Context: an optimization exercise on an open-source flow, tuned for a short achievable clock period and few clock cycles. The choices shown serve that exercise and are no tape-out recipe. Where RTL was checked, it was by simulation tests only, not by an equivalence proof against the original. Power figures rest on the tool's default switching activity, not on a simulated workload.

Design hw5_cpu, start of the top module:
module hw5_cpu(
  clk,
  rst_n,
  imem_addr,
  imem_data,
  dmem_addr,
  dmem_we,
  dmem_wdata,
  dmem_rdata,
  LEDR, LEDG,
  HEX0, HEX1, HEX2, HEX3
);
input clk;
input rst_n;
output [9:0] imem_addr;
input [32-1:0] imem_data;
output [9:0] dmem_addr;
output dmem_we;
output [16-1:0] dmem_wdata;
input [16-1:0] dmem_rdata;
output [9:0] LEDR;
output [7:0] LEDG;
output [6:0] HEX0, HEX1, HEX2, HEX3;
reg rst_q;
always @(posedge clk)
  rst_q <= rst_n;
reg [15:0] pc_f;
reg        x_v;
reg [15:0] x_pc4;                   
reg        x_sum, x_and, x_link;    
reg        x_wreg, x_load, x_store;
reg        x_jmp, x_jsrr, x_movi;
reg        x_pv;                    
reg [15:0] x_pval;                  
reg [3:0]  x_rd;
reg [15:0] x_b, x_c, x_a;           
reg        x_bm, x_cm, x_am;        
reg        m_wreg;
reg        m_load;
reg        m_we;
reg [3:0]  m_rd;
reg [15:0] m_res;
reg [15:0] m_sdata;
reg        w_wreg;
reg [3:0]  w_rd;
reg [15:0] w_res;
reg [15:0] lr;                      
reg [15:0] rf [0:15];
reg [2:0]  cc;
reg [9:0]  ledr_q;
reg [7:0]  ledg_q;
reg [6:0]  hex0_q, hex1_q, hex2_q, hex3_q;
assign imem_addr  = pc_f[11:2];
assign dmem_addr  = m_res[9:0];
assign dmem_we    = m_we;
assign dmem_wdata = m_sdata;
assign LEDR = ledr_q;
assign LEDG = ledg_q;
assign HEX0 = hex0_q;
assign HEX1 = hex1_q;
assign HEX2 = hex2_q;
assign HEX3 = hex3_q;
wire [7:0]  f_op  = imem_data[31:24];
  ...
clock: 12.0 ns
lec_check: 0
cap_margin: 20
core_margin: 2
core_utilization: 40
slew_margin: 20
tns_end_percent: 10
standard.sh (not shown) runs the stock make flow with config.mk's settings and CLKGATE_MAP_FILE= SYNTH_SCRIPT=/design/flow/synth_recipe.tcl, a recipe that flattens the netlist after the stock synthesis.
==> flow/flow/run.sh <==
#!/bin/bash
# The standard layout, with timing repair aimed below the design's period.
set -euo pipefail
bash standard.sh SETUP_SLACK_MARGIN=9 finish > flow.log 2>&1
Testbench counts at the start, summed over its fixed seeds: cycles 19,565.
Edit:
--- a/flow/design.v
+++ b/flow/design.v
@@ -273,35 +273,34 @@
       rf[k] <= 16'h0;
     cc <= 3'b000;
   end else if (w_wreg) begin
     rf[w_rd] <= w_res;
     cc <= ccof(w_res);
   end
 end
 wire [6:0] seg0, seg1, seg2, seg3;
 SevenSeg sseg0(.OUT(seg3), .IN(m_sdata[15:12]));
 SevenSeg sseg1(.OUT(seg2), .IN(m_sdata[11:8]));
 SevenSeg sseg2(.OUT(seg1), .IN(m_sdata[7:4]));
 SevenSeg sseg3(.OUT(seg0), .IN(m_sdata[3:0]));
+wire ld_r = m_we && (m_res[9:0] == 1020);
+wire ld_g = m_we && (m_res[9:0] == 1021);
+wire ld_h = m_we && (m_res[9:0] == 1022);
 always @(posedge clk)
 begin
   if (!rst_q) begin
     ledr_q <= 10'h3FF;
     ledg_q <= 8'hFF;
     hex3_q <= 7'b0100001;  
     hex2_q <= 7'b0000110;  
     hex1_q <= 7'b0001000;  
     hex0_q <= 7'b0100001;  
-  end else if (m_we) begin
-    if (m_res[9:0] == 1020)
-      ledr_q <= m_sdata[9:0];
-    if (m_res[9:0] == 1021)
-      ledg_q <= m_sdata[7:0];
-    if (m_res[9:0] == 1022) begin
-      hex3_q <= seg3;
-      hex2_q <= seg2;
-      hex1_q <= seg1;
-      hex0_q <= seg0;
-    end
+  end else begin
+    ledr_q <= ({10{ld_r}} & m_sdata[9:0]) | ({10{!ld_r}} & ledr_q);
+    ledg_q <= ({8{ld_g}} & m_sdata[7:0]) | ({8{!ld_g}} & ledg_q);
+    hex3_q <= ({7{ld_h}} & seg3) | ({7{!ld_h}} & hex3_q);
+    hex2_q <= ({7{ld_h}} & seg2) | ({7{!ld_h}} & hex2_q);
+    hex1_q <= ({7{ld_h}} & seg1) | ({7{!ld_h}} & hex1_q);
+    hex0_q <= ({7{ld_h}} & seg0) | ({7{!ld_h}} & hex0_q);
   end
 end
 endmodule  
Count of clock-buffer cells in the layout grows by 7. Flip-flop and latch count stays the same. Combinational power shrinks by 2.9%. Setup slack gets worse by 0.11 ns. Design area shrinks by 2.1%. Hold slack gets worse by 0.025 ns. Total power shrinks by 1.7%. Critical path depth shrinks by 3.
No functional check of the RTL was part of the second run of this note.

==> static timing again, ports no longer ideal <==
In the flow no input, the clock included, has a driving cell. The finished layouts below were timed again as built, in two steps.
Step 1: set_driving_cell puts a clkbuf_16 on clk and a buf_2 on each other input, an assumption about the parent block.
Step 2 adds t to the input delays and takes it off the output delays; t is the mean of the earliest and latest rising clock arrival at the registers after step 1. Input paths then give back, and output paths get back, about the clock's delay inside the block.
Three values: ideal ports, drivers, drivers and shift; two values: the first two.
run | t, ns | setup WS [ns] | worst hold slack (ns) | worst setup path after step 2
the first run | 0.705 | 8.002 / 7.914 / 7.209 | 0.404 / 0.404 / 0.404 | input to register
the second run | 0.688 | 7.893 / 7.868 / 7.180 | 0.379 / 0.379 / 0.379 | input to register
After both steps every run listed still meets setup and hold. The setup slack of the first run, which loses most, moves by -0.088 ns with the drivers and by -0.793 ns with both steps.
